Context: an optimization exercise on an open-source flow, tuned for small area, a short achievable clock period and few clock cycles. The choices shown serve that exercise and are no tape-out recipe. Where RTL was checked, it was by simulation tests only, not by an equivalence proof against the original. The RTL of runs 1 and 2 was laid out without a check of its function. Power is estimated from default activity; no workload was simulated.

===== config.mk =====
export PLATFORM = sky130hd
export DESIGN_NAME = alu
export DESIGN_NICKNAME = alu
export VERILOG_FILES = /design/flow/design.v
export SDC_FILE = /design/flow/constraint.sdc
export NUM_CORES = 4
export LEC_CHECK = 0
export ABC_CLOCK_PERIOD_IN_PS = 3000
export CAP_MARGIN = 20
export CORE_MARGIN = 2
export CORE_UTILIZATION = 40
export SETUP_SLACK_MARGIN = 5
export SLEW_MARGIN = 20

===== constraint.sdc =====
create_clock -name core_clock -period 11.0 [get_ports {clk}]
set_input_delay 2.2000 -clock core_clock [delete_from_list [all_inputs] [get_ports {clk}]]
set_output_delay 2.2000 -clock core_clock [all_outputs]
set_load 0.01 [all_outputs]

===== design.v =====
module alu(
    output [15:0] data_out,
    output        valid_out,
    output        cmd_out,
    input  [15:0] data_in,
    input         valid_in,
    input         cmd_in,
    output        amm_read,
    output [7:0]  amm_address,
    input  [7:0]  amm_readdata,
    input         amm_waitrequest,
    input  [1:0]  amm_response,
    input clk,
    input rst_n
    );
	localparam QD = 61;               
	localparam ST_IDLE = 2'd0;
	localparam ST_PAY  = 2'd1;
	localparam ST_RES  = 2'd2;
	reg [1:0]  st;
	reg [3:0]  opcode;
	reg [5:0]  cnt;                   
	reg        err;
	reg [11:0] acc;
	reg [7:0]  opd_r;                 
	reg [7:0]  rd_r;                  
	reg [3:0]  shamt;                 
	reg        pend_v0;               
	reg        rd_q;                  
	reg [7:0]  addr_q;                
	reg [7:0]  stg;                   
	reg        stg_v;
	reg [8*QD-1:0] qv;                
	reg [5:0]  qidx;                  
	reg        qempty;
	reg        vo_q, co_q;
	reg [11:0] do_q;
	wire op_and   = (opcode == 4'd1);
	wire op_or    = (opcode == 4'd2);
	wire op_xor   = (opcode == 4'd3);
	wire op_shr   = (opcode == 4'd8);
	wire op_shl   = (opcode == 4'd9);
	wire op_shift = op_shr | op_shl;
	wire op_inv   = op_and | (opcode == 4'd4) | (opcode == 4'd7);
	wire [3:0] h_op = data_in[11:8];
	wire [5:0] h_n  = data_in[5:0];
	wire h_err = (h_n == 6'd0) ||
	             (h_op >= 4'd4 && h_op <= 4'd7 && h_n != 6'd1) ||
	             (h_op >= 4'd8 && h_op <= 4'd9 && h_n != 6'd2) ||
	             (h_op > 4'd9);
	reg [11:0] h_init;
	always @(*) begin
		case (h_op)
		4'd5, 4'd7: h_init = 12'd1;       
		4'd6:       h_init = 12'd255;     
		default:    h_init = 12'd0;
		endcase
	end
	wire idle = (st == ST_IDLE);
	wire pay  = (st == ST_PAY);
	wire res  = (st == ST_RES);
	wire hdr  = idle & valid_in & cmd_in;
	wire beat = pay & valid_in;
	wire ind  = (data_in[9:8] == 2'b01);
	wire beat_ind = beat & ind;
	wire beat_dir = beat & ~ind;
	wire rd_free = ~rd_q | ~amm_waitrequest;
	wire rd_done = rd_q & ~amm_waitrequest;
	wire memerr  = rd_done & (amm_response != 2'b00);
	wire take_q   = rd_free & ~qempty;
	wire take_stg = rd_free & qempty & stg_v;
	wire take_in  = rd_free & qempty & ~stg_v & beat_ind;
	wire push     = stg_v & ~take_stg;
	wire pop      = take_q;
	wire [7:0] q_head = qv[qidx*8 +: 8];
	wire dir_sh = op_shift & (cnt == 6'd1);
	wire rd_sh  = op_shift & ~pend_v0;
	wire beats_done = (cnt == 6'd0) | ((cnt == 6'd1) & valid_in);
	wire reads_done = rd_free & qempty & ~stg_v & ~beat_ind;
	wire fin_go     = pay & (memerr | (beats_done & reads_done));
	wire hdr_go     = (hdr & h_err) | fin_go;
	wire [11:0] f_sum = acc + {4'd0, opd_r} + {4'd0, rd_r};
	wire [7:0]  f_or  = acc[7:0] | opd_r | rd_r;
	wire [7:0]  f_xor = acc[7:0] ^ opd_r ^ rd_r;
	wire [11:0] fold  = (op_and | op_or) ? {4'd0, f_or} :
	                    op_xor           ? {4'd0, f_xor} : f_sum;
	wire [7:0] b8  = op_and ? ~fold[7:0] : fold[7:0];
	wire [7:0] shr = shamt[3] ? 8'd0 : (fold[7:0] >> shamt[2:0]);
	wire [7:0] shl = shamt[3] ? 8'd0 : (fold[7:0] << shamt[2:0]);
	wire [11:0] R  = (opcode == 4'd0) ? fold :
	                 op_shr ? {4'd0, shr} :
	                 op_shl ? {4'd0, shl} : {4'd0, b8};
	always @(posedge clk) begin
		opd_r <= (beat_dir & ~dir_sh) ? (op_inv ? ~data_in[7:0] : data_in[7:0]) : 8'd0;
		rd_r  <= (rd_done & ~rd_sh) ? (op_inv ? ~amm_readdata : amm_readdata) : 8'd0;
		stg   <= data_in[7:0];
		do_q  <= res ? (err ? 12'hBAD : R) :
		         {7'd0, hdr ? h_err : memerr, hdr ? h_op : opcode};
		if (beat_dir & dir_sh)
			shamt <= {|data_in[7:3], data_in[2:0]};
		else if (rd_done & rd_sh)
			shamt <= {|amm_readdata[7:3], amm_readdata[2:0]};
		if (rd_free)
			addr_q <= ~qempty ? q_head : stg_v ? stg : data_in[7:0];
		if (stg_v)
			qv <= {qv[8*QD-9:0], stg};
		if (!rst_n) begin
			st      <= ST_IDLE;
			opcode  <= 4'd0;
			cnt     <= 6'd0;
			err     <= 1'b0;
			acc     <= 12'd0;
			pend_v0 <= 1'b0;
			rd_q    <= 1'b0;
			stg_v   <= 1'b0;
			qidx    <= 6'd0;
			qempty  <= 1'b1;
			vo_q    <= 1'b0;
			co_q    <= 1'b0;
		end
		else begin
			vo_q <= hdr_go | res;
			co_q <= hdr_go;
			acc  <= hdr ? h_init : fold;
			if (hdr) begin
				opcode <= h_op;
				cnt    <= h_n;
				err    <= h_err;
			end
			else if (beat)
				cnt <= cnt - 6'd1;
			if (fin_go)
				err <= memerr;
			if (hdr)
				pend_v0 <= 1'b0;
			else if (beat_ind & (cnt == 6'd2))
				pend_v0 <= 1'b1;
			else if (rd_done)
				pend_v0 <= 1'b0;
			case (st)
			ST_IDLE: if (hdr) st <= h_err ? ST_RES : ST_PAY;
			ST_PAY:  if (fin_go) st <= ST_RES;
			default: st <= ST_IDLE;
			endcase
			if (memerr) begin
				rd_q   <= 1'b0;
				stg_v  <= 1'b0;
				qidx   <= 6'd0;
				qempty <= 1'b1;
			end
			else begin
				if (rd_free)
					rd_q <= take_q | take_stg | take_in;
				stg_v <= beat_ind & ~take_in;
				if (push & ~pop) begin
					if (!qempty)
						qidx <= qidx + 6'd1;
					qempty <= 1'b0;
				end
				else if (pop & ~push) begin
					if (qidx == 6'd0)
						qempty <= 1'b1;
					else
						qidx <= qidx - 6'd1;
				end
			end
		end
	end
	assign data_out    = {4'd0, do_q};
	assign valid_out   = vo_q;
	assign cmd_out     = co_q;
	assign amm_read    = rd_q;
	assign amm_address = addr_q;
endmodule

===== run.sh =====
#!/bin/bash
# synth_recipe.tcl (not shown) runs the flow's synth.tcl, then flattens the netlist and writes it again
# the make line also repeats each setting of config.mk as NAME=value (left out here)
make -C /OpenROAD-flow-scripts/flow DESIGN_CONFIG=/design/flow/config.mk WORK_HOME=/design/flow/orfs CLKGATE_MAP_FILE= SYNTH_SCRIPT=/design/flow/synth_recipe.tcl finish

==> metrics.md, run 1 <==
| Metric | Value |
|---|---|
| Yosys warning count | `1` |
| Global routing usage on met1 | `22.6%` |
| Netlist cell types | `76` |
| Leading cell type in the layout, fill and taps excluded | `edfxtp_1` |
| Setup_tns | `0 ps` |
| Final setup fails | `0` |
| CTS tree | `done` |
| # hold bufs at CTS | `0` |
| CP endpoint kind | `flip-flop` |
| Largest net degree at the start of global routing | `between 200 and 250` |
| Synthesis-stage register bit count | `~570` |
| Hold Vio Cnt, Final | `0` |
| Met2 Resource Use GR | `22.9%` |
| Initial DRC Count | `between 1000 and 1500` |
| Worst min-delay path class | `reg2reg` |
| Total gr overflow | `0` |
| Worst slew pin tran | `roughly 1000 ps` |
| Hold path cells | `0` |
| Detailed-route via count | `approximately 12000` |
| DRC Markers | `0` |
| Unrepaired setup endpoints after global routing | `no` |
| PwrDens | `roughly 160 mW/mm^2` |
| Deepest clock path buffer count | `3` |
| GRT Total Usage | `between 10% and 20%` |
| Status | `finished clean` |
| Max Slew Vio Count | `0` |
| Tmin final | `around 4700 ps` |
| Routed length per instance | `approximately 21 um` |
| Num CTS Buffers | `59` |
| Most area-consuming cells after synthesis | `edfxtp_1 (63%), mux4_2 (14%), dfxtp_1 (6.1%)` |
| Root buffer cell | `clkbuf_16` |
| GR Layer Usage met3 | `2.34%` |
| Detailed-route vias per instance | `roughly 5.5` |
| VDD IR-drop max | `0.110 mV` |
| Synth top area share | `a little over three fifths` |
| Cell type with the largest total area after synthesis | `edfxtp_1` |
| Worst Hold Path EP | `qv[335]$_DFFE_PP_` |
| Worst-Skew Late Latency | `between 600 and 700 ps` |
| Critical path arrival | `around 5200 ps` |
| H-tree levels | `2` |
| FF-to-FF setup slack | `just under 7000 ps` |
| Number of synthesized flops with an enable pin | `500` |
| Crit Reg-Reg Endpoint | `addr_q[3]$_DFFE_PN_` |
| Buffers on Ports | `49` |
| Worst Skew | `approximately 18 ps` |
| Synth Flop Type | `edfxtp_1` |
| GR peak layer | `met2` |
| First-pass GRT wire length | `slightly above 70 mm` |
| Max Fclk | `213 MHz` |
| Worst path required time | `around 12000 ps` |
| Nets | `about 1500` |
| Die height | `roughly 250 um` |
| Core area | `approximately 0.059 sq mm` |
| Period Utilization, post-route | `~43%` |
| Register clock-pin slew on the reported worst setup and hold paths | `~60 ps` |
| Hold Startpoint | `qv[327]$_DFFE_PP_` |
| CP Launch Type | `primary input` |
| Most frequent cells in the layout | `edfxtp_1 (500), mux4_2 (150), dfxtp_1 (69)` |
| Pre-CTS WS | `around 5700 ps` |
| Reg2Reg Depth | `7` |
| Initial antenna violation count | `1` |
| Fin worst setup slack | `6290 ps` |
| Slew HR | `33.1%` |
| Ys async rst share | `0%` |
| Critical path type | `in2reg` |
| Avg Inst Size Synth | `between 15 and 20 sq um` |
| Boundary Pins | `58` |
| Die Footprint | `around 0.061 sq mm` |
| Final Wtd Congestion | `0.889` |
| CTS Sinks | `between 500 and 600` |
| P_leak | `roughly 0.0081 uW` |
| Post-synthesis sequential area ratio | `between 60% and 70%` |
| WL final | `between 40 and 50 mm` |
| Post-CTS sizing | `0` |
| Die W | `roughly 250 um` |
| Cell Area, Synth | `around 0.024 sq mm` |
| Rows | `89` |
| Max-cap viol count | `0` |
| Fillers | `4926` |
| Ant diodes | `0` |
| Layout cells sized above 1 | `a little under a fifth` |
| Number of global-route vias before repair | `around 12000` |
| Post-CTS Setup Repair Bufs | `0` |
| 1st-pass router iterations | `5` |
| Initial Utilization | `between 40 and 50%` |
| FF-to-FF Start | `qidx[0]$_SDFFE_PP0P_` |
| Routed Antenna Nets | `0` |
| Worst-path fanout max | `10` |
| Area delta synth->final | `13.0%` |
| Cells after synthesis | `roughly 1300` |
| Dpl hpwl | `27.5 mm` |
-- cells by family (layout without fill, tap and decap cells) --
| kind of cell | Yosys count | after routing | synth area share, % |
|---|---|---|---|
| fa+ha+maj | 34 | 34 | 2.10 |
| flops | 573 | 573 | 69.2 |
| xor+xnor | 27 | 27 | 0.994 |
| buf+inv | 112 | 212 | 2.13 |
| mux | 176 | 176 | 15.3 |
| other cells | 1 | 4 | 0.0158 |
| simple gates | 243 | 243 | 4.99 |
| compound gates | 177 | 177 | 5.21 |
-- per-stage QoR --
stage	cell area (sq um)	util, %	cells	hold WS (ps)	total power [uW]
finish	26900	45.7	2219	432	4360
detailed placement	25000	42.5	2108	419	2520
floorplan	23800	-	1346	408	2470
global route	26900	45.7	2219	446	4520
CTS	26900	45.6	2218	428	4430
global placement	25000	42.5	2108	414	2520
-- registers in the layout, summed over array words and instances (netlist names), 2 cells and up --
signal and flops:
acc 12, addr_q 8, cnt 6, do_q 12, opcode 4, opd_r 8
qidx 6, qv 488, rd_r 8, shamt 4, st 2, stg 8
-- synthesized netlist by cell type (6+ instances only) --
master,n
o21ai_1,10
and2_1,12
nor3_1,15
o21ai_0,20
a31oi_1,16
dfxtp_1,73
a311o_1,6
or3_1,6
ha_1,24
a2111oi_0,6
nor2_1,69
o21a_1,6
and3_1,6
nand2_1,63
edfxtp_1,500
a21oi_1,33
mux4_2,150
buf_2,21
xnor2_1,22
a221oi_1,16
fa_1,10
inv_1,34
nand3_1,12
nand2b_1,12
a211oi_1,7
nor2b_1,19
clkbuf_1,40
mux2i_1,19
-- worst max-delay path, cell delays in order --
cell	delay (ps)
clkdlybuf4s50_1	430
nand2_1	400
nand2_1	130
and2_1	190
ha_1	230
inv_1	200
ha_1	270
a21o_1	190
a21oi_2	170
o21bai_1	90
a21oi_1	200
xnor2_1	100
or3_1	300
a21oi_1	130
-- worst max path at each step --
stage                     cells past startpoint  slack, ps        startpoint              endpoint
after floorplan                              12       5010  stg_v$_SDFF_PP0_  qidx[5]$_SDFFE_PP0P_
after global placement                       14       5720   amm_waitrequest  qidx[5]$_SDFFE_PP0P_
after detailed placement                     14       5710   amm_waitrequest  qidx[5]$_SDFFE_PP0P_
after CTS                                    14       6340   amm_waitrequest  qidx[5]$_SDFFE_PP0P_
after global routing                         14       6100   amm_waitrequest  qidx[5]$_SDFFE_PP0P_
final                                        14       6290   amm_waitrequest  qidx[5]$_SDFFE_PP0P_
-- layout make-up --
class | instances | area (sq um) | share of cell area, %
well taps | 773 | 967 | 3.60
repair buffers | 64 | 639 | 2.38
multi-input cells | 661 | 6830 | 25.4
clock inverters | 40 | 305 | 1.14
flip-flops and latches | 573 | 16500 | 61.3
inverters | 38 | 143 | 0.530
clock buffers | 70 | 1520 | 5.64
-- metal layers --
layer / wire length [um] / vias to the layer above
met2: 21200 / 328
met3: 2220 / 83
met1: 21900 / 6389
li1: - / 5506
met4: 1180 / 0
met5: 0 / -
-- power by group --
group,internal [uW],switching (uW)
sequential,2340,9.47
combinational,52.4,70.1
clock,1080,814
total,3470,893
==> run 2: changes to the inputs <==
--- a/config.mk
+++ b/config.mk
@@ -5,7 +5,6 @@
 export SDC_FILE = /design/flow/constraint.sdc
 export NUM_CORES = 4
 export LEC_CHECK = 0
-export ABC_CLOCK_PERIOD_IN_PS = 3000
 export CAP_MARGIN = 20
 export CORE_MARGIN = 2
 export CORE_UTILIZATION = 40
==> run 2 against run 1 <==
Critical path depth stayed put. Non-clock buffer count stayed put. Worst setup slack stayed put. Power stayed put. Critical path type unchanged. Critical endpoint unchanged. Highest routed layer unchanged.
==> metrics.md, run 2 <==
| Metric | Value |
|---|---|
| Status | `finished clean` |
| DRC Markers | `0` |
| Nets | `around 1500` |
| Die W | `~250 um` |
| Sw power | `roughly 890 uW` |
| Fin cells | `approximately 2200` |
| Die Footprint | `~0.061 sq mm` |
| PwrDens | `approximately 160 mW/mm^2` |
| Switch share | `between 20% and 30%` |
| Critical path arrival | `~5200 ps` |
| Most frequent cells in the layout | `edfxtp_1 (500), mux4_2 (150), dfxtp_1 (69)` |
| Die height | `between 200 and 250 um` |
| Synth top area share | `63.1%` |
| Num CTS Buffers | `59` |
| FF-to-FF setup slack | `6930 ps` |
| Core area | `roughly 0.06 sq mm` |
| Initial DRC Count | `~1200` |
| H-tree levels | `2` |
| Initial Utilization | `roughly two fifths` |
| DP Area | `around 0.025 sq mm` |
| Clock share of power | `43.3%` |
| Pre-CTS WS | `between 5000 and 6000 ps` |
| Yosys warning count | `1` |
| Biggest register | `qv` |
| Worst slew pin tran | `between 1000 and 1500 ps` |
| FF-to-FF Start | `qidx[0]$_SDFFE_PP0P_` |
| Hold Vio Cnt, Final | `0` |
| Synth Area in Simple Gates | `about 5.0%` |
| GRT Total Usage | `between 10% and 20%` |
| WL final | `46.5 mm` |
| Setup_tns | `0 ps` |
| Detailed-route vias per instance | `between 5 and 6` |
| Most common cell in the netlist | `edfxtp_1` |
| Worst-path cell chain | `clkdlybuf4s50_1 -> nand2_1 -> nand2_1 -> and2_1 -> ha_1 -> inv_1 -> ha_1 -> a21o_1 -> a21oi_2 -> o21bai_1 -> a21oi_1 -> xnor2_1 -> or3_1 -> a21oi_1` |
| Deepest clock path buffer count | `3` |
| Register clock-pin slew on the reported worst setup and hold paths | `60 ps` |
| Synthesis-stage register bit count | `573` |
| Reg2Reg Depth | `7` |
| 1st-pass router iterations | `5` |
| Ys async rst share | `0%` |
| Cell-internal power | `3470 uW` |
| VDD IR-drop max | `0.110 mV` |
| Sequential share of power | `between 50 and 60%` |
| Hold Startpoint | `qv[327]$_DFFE_PP_` |
| Fillers | `roughly 4900` |
| # hold bufs at CTS | `0` |
| Largest net degree at the start of global routing | `214` |
| Commonest cells in the synthesized netlist | `edfxtp_1 (500), mux4_2 (150), dfxtp_1 (73)` |
| Max-cap viol count | `0` |
| Netlist cell types | `between 70 and 80` |
| Max Slew Vio Count | `0` |
| Routed length per instance | `approximately 21 um` |
| Post-synthesis mux area share | `15.3%` |
| Biggest regs | `qv (488), acc (12), do_q (12)` |
| Leading cell type in the layout, fill and taps excluded | `edfxtp_1` |
| Ant diodes | `0` |
| Worst Hold Path EP | `qv[335]$_DFFE_PP_` |
| Worst-path fanout max | `10` |
| CTS Sinks | `around 570` |
| Routed Antenna Nets | `0` |
| Worst path required time | `between 10000 and 15000 ps` |
| Initial antenna violation count | `1` |
| Root buffer cell | `clkbuf_16` |
| Worst-Skew Late Latency | `about 610 ps` |
| Cell Area, Synth | `approximately 0.024 sq mm` |
| Number of synthesized flops with an enable pin | `500` |
| CP max stage cell | `clkdlybuf4s50_1` |
| Buffers on Ports | `a little under 50` |
| Unrepaired setup endpoints after global routing | `no` |
| Critical path type | `in2reg` |
| Area delta synth->final | `13.0%` |
| Boundary Pins | `between 50 and 60` |
| Post-CTS sizing | `0` |
| Crit Reg-Reg Endpoint | `addr_q[3]$_DFFE_PN_` |
| First-pass GRT wire length | `72.4 mm` |
| Rows | `89` |
| P_leak | `0.00811 uW` |
| Slew HR | `between 30% and 40%` |
| Fin worst setup slack | `between 6000 and 7000 ps` |
| Synth Area in XOR/XNOR | `less than 1%` |
| Detailed-route via count | `~12000` |
| Period Utilization, post-route | `between 40 and 50%` |
| Post-CTS Setup Repair Bufs | `0` |
| Number of global-route vias before repair | `around 12000` |
| Max reg flops | `about 490` |
| CP Launch Type | `primary input` |
| Total gr overflow | `0` |
| Max Fclk | `roughly 210 MHz` |
| Compound-Gate Fraction of Synth Area | `about 5.2%` |
| Hold path cells | `0` |
| Layout cells sized above 1 | `a little under a fifth` |
| Cell type with the largest total area after synthesis | `edfxtp_1` |
| Crit path largest cell delay | `~430 ps` |
| Worst Skew | `approximately 18 ps` |
| Combinational family with the most area after synthesis | `multiplexers` |
| Final setup fails | `0` |
| CP endpoint kind | `flip-flop` |
| Tmin final | `between 4000 and 5000 ps` |
| Most area-consuming cells after synthesis | `edfxtp_1 (63%), mux4_2 (14%), dfxtp_1 (6.1%)` |
| Worst min-delay path class | `reg2reg` |
| Synth Flop Type | `edfxtp_1` |
| Final instance area | `roughly 0.027 sq mm` |
| Final Wtd Congestion | `approximately 0.89` |
| Avg Inst Size Synth | `~18 sq um` |
| Post-synthesis sequential area ratio | `around 69%` |
| Adder and majority gate portion of the synthesized area | `2.10%` |
| Dpl hpwl | `between 20 and 30 mm` |
| CTS tree | `done` |
| Cells after synthesis | `roughly 1300` |
| Combinational group share of total power | `under 10%` |
| Cell total after placement | `about 2100` |
| Final design utilization | `roughly 46%` |
run 2: cell counts after synthesis:
Identical to the previous run, type by type.
run 2: cell type report:
class / instances / area (sq um) / share of cell area [%]
timing repair buffer: 64 / 639 / 2.38
multi-input combinational: 661 / 6830 / 25.4
sequential: 573 / 16500 / 61.3
clock inverter: 40 / 305 / 1.14
tap: 773 / 967 / 3.60
clock buffer: 70 / 1520 / 5.64
inverter: 38 / 143 / 0.530
run 2: logic make-up (layout without fill, tap and decap cells):
| group | Yosys count | after routing |
|---|---|---|
| flops | 573 | 573 |
| simple gates | 243 | 243 |
| compound gates | 177 | 177 |
| mux | 176 | 176 |
| buf+inv | 112 | 212 |
| fa+ha+maj | 34 | 34 |
| xor+xnor | 27 | 27 |
| other cells | 1 | 4 |
run 2: per-layer routing:
metal	global-route usage, %	up-vias	routed length (um)
li1	-	5506	-
met1	22.6	6389	21900
met2	22.9	328	21200
met3	2.34	83	2220
met4	5.14	0	1180
met5	0	-	0
run 2: worst max-delay path, delay by kind of cell:
kind                       cells  cell delay (ps)
buffers and inverters          2              630
AOI/OAI and AO/OA              5              780
adders and majority gates      2              500
and+or+nand+nor                4             1020
xor gates and xnor gates       1              100
run 2: stage by stage:
stage | hold WS (ps) | power, uW
after CTS | 428 | 4430
after floorplan | 408 | 2470
final | 432 | 4360
after global routing | 446 | 4520
after detailed placement | 419 | 2520
after global placement | 414 | 2520
run 2: worst max path at each step:
stage,startpoint,slack (ps),to,cells after the start
6_report,amm_waitrequest,6290,qidx[5]$_SDFFE_PP0P_,14
5_1_grt,amm_waitrequest,6100,qidx[5]$_SDFFE_PP0P_,14
4_1_cts,amm_waitrequest,6340,qidx[5]$_SDFFE_PP0P_,14
3_5_place_dp,amm_waitrequest,5710,qidx[5]$_SDFFE_PP0P_,14
3_3_place_gp,amm_waitrequest,5720,qidx[5]$_SDFFE_PP0P_,14
2_1_floorplan,stg_v$_SDFF_PP0_,5010,qidx[5]$_SDFFE_PP0P_,12
run 2: power by group through the flow:
stage                     clock network [uW]  logic [uW]  registers [uW]
after floorplan                            0        77.3            2390
after global placement                     0         121            2390
after detailed placement                   0         121            2390
after CTS                               1960         122            2350
after global routing                    2030         135            2350
final                                   1890         122            2350
==> run 3: changes to the inputs <==
--- a/design.v
+++ b/design.v
@@ -102,7 +102,7 @@
 			shamt <= {|amm_readdata[7:3], amm_readdata[2:0]};
 		if (rd_free)
 			addr_q <= ~qempty ? q_head : stg_v ? stg : data_in[7:0];
-		if (stg_v)
+		if (push)
 			qv <= {qv[8*QD-9:0], stg};
 		if (!rst_n) begin
 			st      <= ST_IDLE;
--- a/config.mk
+++ b/config.mk
@@ -8,5 +8,4 @@
 export CAP_MARGIN = 20
 export CORE_MARGIN = 2
 export CORE_UTILIZATION = 40
-export SETUP_SLACK_MARGIN = 5
 export SLEW_MARGIN = 20
==> run 3 against run 2 <==
Sequential share of layout area about the same. Cell count about the same. Non-clock buffer count down 1. Clock skew up 13 ps. Clock-buffer cell count up 11. Worst setup slack worse by 920 ps. Hold slack worse by 1.6 ps. Global-route usage about the same. Synthesized cell count unchanged. Maximum frequency down 16%. Largest power group unchanged.
==> metrics.md, run 3 <==
| Metric | Value |
|---|---|
| Status | `finished clean` |
| Fin cells | `approximately 2200` |
| H-tree levels | `2` |
| Largest net degree at the start of global routing | `roughly 200` |
| Netlist cell types | `76` |
| CP Depth | `7` |
| Post-synthesis sequential area ratio | `around 69%` |
| Critical Path Sink | `qv[197]$_DFFE_PP_` |
| WL met3 | `between 2 and 2.5 mm` |
| CTS tree | `done` |
| Slew HR | `between 20 and 30%` |
| CP endpoint kind | `flip-flop` |
| Synth top area share | `63.1%` |
| Number of synthesized flops with an enable pin | `500` |
| Cells after synthesis | `approximately 1300` |
| DRC Markers | `0` |
| GRT Total Usage | `about 15%` |
| Max Used Layer | `met4` |
| Rows | `89` |
| Nets | `roughly 1500` |
| Most frequent cells in the layout | `edfxtp_1 (500), mux4_2 (150), dfxtp_1 (70)` |
| Worst-Skew Late Latency | `620 ps` |
| CP bufs+invs | `4` |
| Register clock-pin slew on the reported worst setup and hold paths | `60 ps` |
| Pwr Total | `about 4400 uW` |
| Buffers on Ports | `49` |
| Worst-path fanout max | `202` |
| Worst min-delay path class | `reg2reg` |
| Initial Utilization | `40.4%` |
| Cell-internal power | `approximately 3500 uW` |
| Max Slew Vio Count | `0` |
| Tmin final | `roughly 5600 ps` |
| Final instance area | `around 0.027 sq mm` |
| Initial antenna violation count | `0` |
| Detailed-route via count | `roughly 12000` |
| Cell total after placement | `about 2100` |
| Sw power | `896 uW` |
| Die W | `248 um` |
| Crit Reg-Reg Endpoint | `addr_q[4]$_DFFE_PN_` |
| Max reg flops | `488` |
| Detailed-route vias per instance | `5.54` |
| Unrepaired setup endpoints after global routing | `no` |
| Worst Skew | `~30 ps` |
| WL met2 | `21.0 mm` |
| Worst path required time | `approximately 11000 ps` |
| Initial DRC Count | `around 1100` |
| Routed Antenna Nets | `0` |
| CTS Sinks | `roughly 570` |
| CP max stage cell | `buf_12` |
| Max Fclk | `about 180 MHz` |
| Cell Area, Synth | `0.0238 sq mm` |
| Hold path cells | `0` |
| Root buffer cell | `clkbuf_16` |
| 1st-pass router iterations | `5` |
| Routed length per instance | `approximately 21 um` |
| Die Footprint | `~0.06 sq mm` |
| Combinational group share of total power | `between 2 and 3%` |
| Post-CTS sizing | `0` |
| DP Area | `~0.025 sq mm` |
| CP Launch Type | `primary input` |
| Crit. Startpoint | `amm_waitrequest` |
| Period Utilization, post-route | `about 51%` |
| Leading cell type in the layout, fill and taps excluded | `edfxtp_1` |
| Area delta synth->final | `13.0%` |
| Biggest register | `qv` |
| # hold bufs at CTS | `0` |
| Clock share of power | `between 40% and 50%` |
| Sequential share of power | `a little over half` |
| Boundary Pins | `a little under 60` |
| FF-to-FF Start | `qidx[0]$_SDFFE_PP0P_` |
| Cell type with the largest total area after synthesis | `edfxtp_1` |
| Dpl hpwl | `approximately 27 mm` |
| PwrDens | `roughly 160 mW/mm^2` |
| Critical path type | `in2reg` |
| Final hold slack | `roughly 430 ps` |
| Switch share | `between 20% and 30%` |
| Total gr overflow | `0` |
| Layout cells sized above 1 | `18.1%` |
| Critical path's top delay family | `buffers and inverters` |
| Ys async rst share | `0%` |
| Biggest regs | `qv (488), acc (12), do_q (12)` |
| Num CTS Buffers | `57` |
| Reg2Reg Depth | `8` |
| Final setup fails | `0` |
| Crit path largest cell delay | `about 800 ps` |
| Commonest cells in the synthesized netlist | `edfxtp_1 (500), mux4_2 (150), dfxtp_1 (73)` |
| Hold Vio Cnt, Final | `0` |
| Max-cap viol count | `0` |
| Worst-path cell chain | `clkdlybuf4s50_1 -> nand2_1 -> nand2_1 -> and2_4 -> buf_6 -> buf_12 -> buf_12` |
| Synth Flop Type | `edfxtp_1` |
| Avg Inst Size Synth | `about 18 sq um` |
| Synthesis-stage register bit count | `573` |
| Number of global-route vias before repair | `around 12000` |
| Core area | `around 0.06 sq mm` |
| Setup_tns | `0 ps` |
| DRT met1 WL | `~22 mm` |
| VDD IR-drop max | `0.132 mV` |
| P_leak | `0.00810 uW` |
| WL final | `roughly 46 mm` |
| Most common cell in the netlist | `edfxtp_1` |
| Critical path arrival | `approximately 5900 ps` |
| Post-CTS Setup Repair Bufs | `0` |
| Most area-consuming cells after synthesis | `edfxtp_1 (63%), mux4_2 (14%), dfxtp_1 (6.1%)` |
| First-pass GRT wire length | `72.7 mm` |
| Final Wtd Congestion | `0.882` |
| Yosys warning count | `1` |
| Deepest clock path buffer count | `3` |
| FF-to-FF setup slack | `6650 ps` |
| Worst slew pin tran | `roughly 1100 ps` |
| Die height | `between 200 and 250 um` |
## run 3: cell counts after synthesis
No cell type changed its count.
## run 3: how the worst min path moves through the flow
stage / start / slack (ps) / to
after floorplan: stg[0]$_DFF_P_ / 410 / qv[0]$_DFFE_PP_
after global placement: stg[2]$_DFF_P_ / 420 / qv[2]$_DFFE_PP_
after detailed placement: stg[1]$_DFF_P_ / 420 / qv[1]$_DFFE_PP_
after CTS: qv[446]$_DFFE_PP_ / 430 / qv[454]$_DFFE_PP_
after global routing: stg[1]$_DFF_P_ / 440 / qv[1]$_DFFE_PP_
final: stg[1]$_DFF_P_ / 430 / qv[1]$_DFFE_PP_
## run 3: layout make-up
type | instances | area [sq um]
timing repair buffer | 63 | 624
sequential | 573 | 16500
tap | 773 | 967
multi-input combinational | 661 | 6830
clock inverter | 27 | 263
clock buffer | 81 | 1590
fill | 4995 | 32000
inverter | 38 | 143
antenna | 1 | 2.50
## run 3: metal layers
layer	up-vias	track usage (%)
met3	87	2.41
met5	-	0
met4	0	5.81
li1	5515	-
met2	327	22.5
met1	6355	22.5
## run 3: power by group through the flow
| stage | combinational [uW] | sequential, uW | clock, uW |
|---|---|---|---|
| after floorplan | 77.3 | 2390 | 0 |
| after global placement | 122 | 2390 | 0 |
| after detailed placement | 122 | 2390 | 0 |
| after CTS | 123 | 2350 | 1980 |
| after global routing | 135 | 2350 | 2060 |
| final | 124 | 2350 | 1920 |
## run 3: through the flow
| step | worst slack [ps] | util [%] |
|---|---|---|
| after floorplan | 177 | - |
| after global placement | 4550 | 42.5 |
| after detailed placement | 4410 | 42.5 |
| after CTS | 5100 | 45.7 |
| after global routing | 4990 | 45.7 |
| final | 5370 | 45.7 |
## run 3: cells by family (layout without fill, tap and decap cells)
| kind of cell | count (synthesis) | in the layout | synth area share (%) |
|---|---|---|---|
| DFF | 573 | 573 | 69.2 |
| and+or+nand+nor | 243 | 243 | 4.99 |
| adders and majority gates | 34 | 34 | 2.10 |
| muxes | 176 | 176 | 15.3 |
| buffers and inverters | 112 | 209 | 2.13 |
| other | 1 | 5 | 0.0158 |
| AOI/OAI and AO/OA | 177 | 177 | 5.21 |
| xor gates and xnor gates | 27 | 27 | 0.994 |
Testbench counts of run 3, summed over its fixed seeds: cycles 7,084.

static timing again, ports no longer ideal:
How much do the figures lean on ideal ports? The routed layouts below were timed once more, with nothing changed but the port constraints. Step 1, drivers: a clkbuf_16 drives clk and a buf_2 each remaining input, both assumed. Step 2, shift: input delay + t, output delay - t, t = (earliest + latest rising clock arrival at the registers) / 2. This alone moves slack from input paths to output paths. Slacks: no drivers / after step 1 / after step 2; pairs: no drivers / after step 1.
run | t (ns) | setup WS [ns] | worst setup path after step 2 | clock arrival spread, ns | worst slew at a driven data input, ns
run 1 | 0.655 | 6.294 / 6.312 / 5.657 | input to register | 0.019 / 0.019 | 0.06
run 2 | 0.655 | 6.294 / 6.312 / 5.657 | input to register | 0.019 / 0.019 | 0.06
run 3 | 0.667 | 5.371 / 5.390 / 4.723 | input to register | 0.034 / 0.033 | 0.07
After both steps every run listed still meets setup and hold. The setup slack of run 3, which loses most, moves by +0.019 ns with the drivers and by -0.648 ns with both steps.
